This is an optimization exercise on Yosys and OpenROAD, whose aim is small area, a short achievable clock period and few clock cycles per item, not a production implementation.
Function was checked by simulation only, so behaviour that the tests miss may differ from the original.

Setup of main:
Design SQRT, start of the top module:
module SQRT(
	CLK, RST,
	START,
	DATA_IN,
	DATA_OUT,
	DONE
);
Size: about 59 flip-flops, about 36 I/O pins.
export LEC_CHECK = 0
export ABC_AREA = 0
export CAP_MARGIN = 20
export CORE_MARGIN = 2
export CORE_UTILIZATION = 40
export CTS_BUF_LIST = sky130_fd_sc_hd__clkbuf_4 sky130_fd_sc_hd__clkbuf_8
export CTS_CLUSTER_SIZE = 30
export SLEW_MARGIN = 20
create_clock -name core_clock -period 34.0 [get_ports {CLK}]
standard.sh (not shown) runs the stock make flow with config.mk's settings and CLKGATE_MAP_FILE= SYNTH_SCRIPT=/design/flow/synth_recipe.tcl, a recipe that flattens the netlist after the stock synthesis.
==> flow/flow/run.sh <==
#!/bin/bash
set -euo pipefail
bash standard.sh SETUP_SLACK_MARGIN=25 "BUFFER_PORTS_ARGS=-buffer_cell sky130_fd_sc_hd__buf_2" finish > make_finish.log 2>&1
Testbench counts of main, summed over its fixed seeds: cycles 32,821, items 2,048.
## Diff of input files: the feature branch against main
==> flow/flow/run.sh <==
#!/bin/bash
# Standard layout, with repair_timing aiming for 25 ns of setup slack
# (the clock period and constraints are the design's own).
set -euo pipefail
bash standard.sh SETUP_SLACK_MARGIN=25 finish > make_finish.log 2>&1
--- a/flow/config.mk
+++ b/flow/config.mk
@@ -7,3 +7,3 @@
 export LEC_CHECK = 0
-export ABC_AREA = 0
+export ABC_AREA = 1
 export CAP_MARGIN = 20
@@ -11,4 +11,2 @@
 export CORE_UTILIZATION = 40
-export CTS_BUF_LIST = sky130_fd_sc_hd__clkbuf_4 sky130_fd_sc_hd__clkbuf_8
-export CTS_CLUSTER_SIZE = 30
 export SLEW_MARGIN = 20
--- outcome ---
Period utilization (the feature branch over main): decrease, 1.6 points
On cell count after placement: the feature branch sits above main.
Higher instance count of the mapped netlist among the feature branch and main: the feature branch
Going from main to the feature branch, the die area was enlarged.
The feature branch ended up with simple AND/OR/NAND/NOR gates as its combinational family with the most area after synthesis; main ended up with compound AO/OA/AOI/OAI gates.
main reports its critical path capture point as G[14] while the feature branch reports G[13].

Another version of the RTL of SQRT (not shown whole).
For scale: about 690 cells after synthesis, ~60 flip-flops, ~36 I/O pins, about 5300 um^2 of cells after synthesis.
clock: 34.0 ns
lec_check: 0
abc_area: 1
cap_margin: 20
core_margin: 2
core_utilization: 40
cts_buf_list: sky130_fd_sc_hd__clkbuf_4
gpl_timing_driven: 1
slew_margin: 20
==> flow/flow/run.sh <==
#!/bin/bash
set -euo pipefail
bash standard.sh SETUP_SLACK_MARGIN=25.5 "BUFFER_PORTS_ARGS=-buffer_cell sky130_fd_sc_hd__buf_2" finish > make_finish.log 2>&1
The starting point finished with timing, DRC and antenna clean.
Testbench counts at the start, summed over its fixed seeds: cycles 34,869, items 2,048.
Edit:
==> flow/flow/run.sh (replaced) <==
#!/bin/bash
set -euo pipefail
bash standard.sh SETUP_SLACK_MARGIN=25.4 "BUFFER_PORTS_ARGS=-buffer_cell sky130_fd_sc_hd__buf_2" finish > make_finish.log 2>&1
GPL_TIMING_DRIVEN = unset   (was 1)
Result: Utilization hardly moves; sequential cell count does not change; cell count barely changes; area after synthesis is unchanged; via count is higher slightly; global-route usage hardly moves; routed wire length hardly moves; worst setup slack got worse by 0.035 ns; clock skew is lower by 0.0051 ns.
Edit:
==> flow/flow/run.sh (replaced) <==
#!/bin/bash
set -euo pipefail
bash standard.sh SETUP_SLACK_MARGIN=25.5 "BUFFER_PORTS_ARGS=-buffer_cell sky130_fd_sc_hd__buf_2" finish > make_finish.log 2>&1
=> The changed run ran to the end with no violations. Register-to-register slack improved by 0.14 ns. Maximum frequency increases by about 0.43%. Wire length is about the same. Setup slack gets better by 0.035 ns. Hold slack barely changes. Via count came out lower by about 0.4%.

RTL: one of the versions met above, not the one the previous note started from.
Size: roughly 810 cells after synthesis, roughly 36 I/O pins, about 5800 um2 of cells after synthesis.
clock: 34.0 ns
lec_check: 0
abc_area: 1
cap_margin: 20
core_margin: 2
core_utilization: 40
cts_buf_list: sky130_fd_sc_hd__clkbuf_4 sky130_fd_sc_hd__clkbuf_8
cts_cluster_size: 30
slew_margin: 20
==> flow/flow/run.sh <==
#!/bin/bash
set -euo pipefail
bash standard.sh SETUP_SLACK_MARGIN=24.5 "BUFFER_PORTS_ARGS=-buffer_cell sky130_fd_sc_hd__buf_2" finish > make_finish.log 2>&1
Testbench counts at the start, summed over its fixed seeds: cycles 32,821, items 2,048.
Next try:
==> flow/flow/run.sh (replaced) <==
#!/bin/bash
# Standard layout, with repair_timing aiming for 25.5 ns of setup slack
# (the clock period and constraints are the design's own).
set -euo pipefail
bash standard.sh SETUP_SLACK_MARGIN=25.5 finish > make_finish.log 2>&1
--- a/flow/config.mk
+++ b/flow/config.mk
@@ -11,4 +11,2 @@
 export CORE_UTILIZATION = 40
-export CTS_BUF_LIST = sky130_fd_sc_hd__clkbuf_4 sky130_fd_sc_hd__clkbuf_8
-export CTS_CLUSTER_SIZE = 30
 export SLEW_MARGIN = 20
The changed run finished with timing, DRC and antenna clean.
Die area stays the same.
Setup slack gets better by 330 ps.
Design area is higher by 15%.
Final cell count is higher by 3.0%.
Fmax came out higher by 3.8%.
Next try:
==> flow/flow/run.sh (replaced) <==
#!/bin/bash
set -euo pipefail
bash standard.sh SETUP_SLACK_MARGIN=25 "BUFFER_PORTS_ARGS=-buffer_cell sky130_fd_sc_hd__buf_2" finish > make_finish.log 2>&1
--- a/flow/config.mk
+++ b/flow/config.mk
@@ -11,2 +11,4 @@
 export CORE_UTILIZATION = 40
+export CTS_BUF_LIST = sky130_fd_sc_hd__clkbuf_4 sky130_fd_sc_hd__clkbuf_8
+export CTS_CLUSTER_SIZE = 30
 export SLEW_MARGIN = 20
Effect: Cell area came out lower by 11%; wire length goes down by 7.5%; critical path depth goes up by 14.

## port drivers added, routing unchanged
In the flow no input, the clock included, has a driving cell. The finished layouts below were timed again as built, in two steps.
Step 1, drivers: a clkbuf_16 drives CLK and a buf_2 each remaining input, both assumed.
Step 2 moves the port delays by t, midway between the first and last clock arrival at a register: inputs arrive t later, outputs are due t later. That takes back most of the time a late clock gives input paths.
Slacks: ideal / step 1 / step 2; pairs: ideal / step 1.
run | shift t [ns] | setup WS [ns] | worst setup path after step 2 | worst data-port slew with drivers (ns) | pins driven straight from the clock port
main | 0.371 | 24.642 / 24.642 / 24.628 | input to register | 0.04 | 1
the feature branch | 0.363 | 25.184 / 25.196 / 24.833 | input to register | 0.03 | 1
the first run of note 2 | 0.422 | 26.021 / 25.994 / 26.125 | register to register | 0.04 | 1
the second run of note 2 | 0.424 | 25.987 / 25.987 / 25.987 | register to register | 0.04 | 1
the third run of note 2 | 0.422 | 26.021 / 25.994 / 26.125 | register to register | 0.04 | 1
the first run of note 3 | 0.369 | 25.158 / 25.164 / 24.795 | input to register | 0.03 | 1
the second run of note 3 | 0.363 | 25.485 / 25.448 / 25.261 | input to register | 0.03 | 1
the third run of note 3 | 0.372 | 25.292 / 25.298 / 24.925 | input to register | 0.03 | 1
After both steps every run listed still meets setup and hold. For the third run of note 3, which loses most, drivers alone change the setup slack by +0.006 ns; drivers and shift together by -0.367 ns.
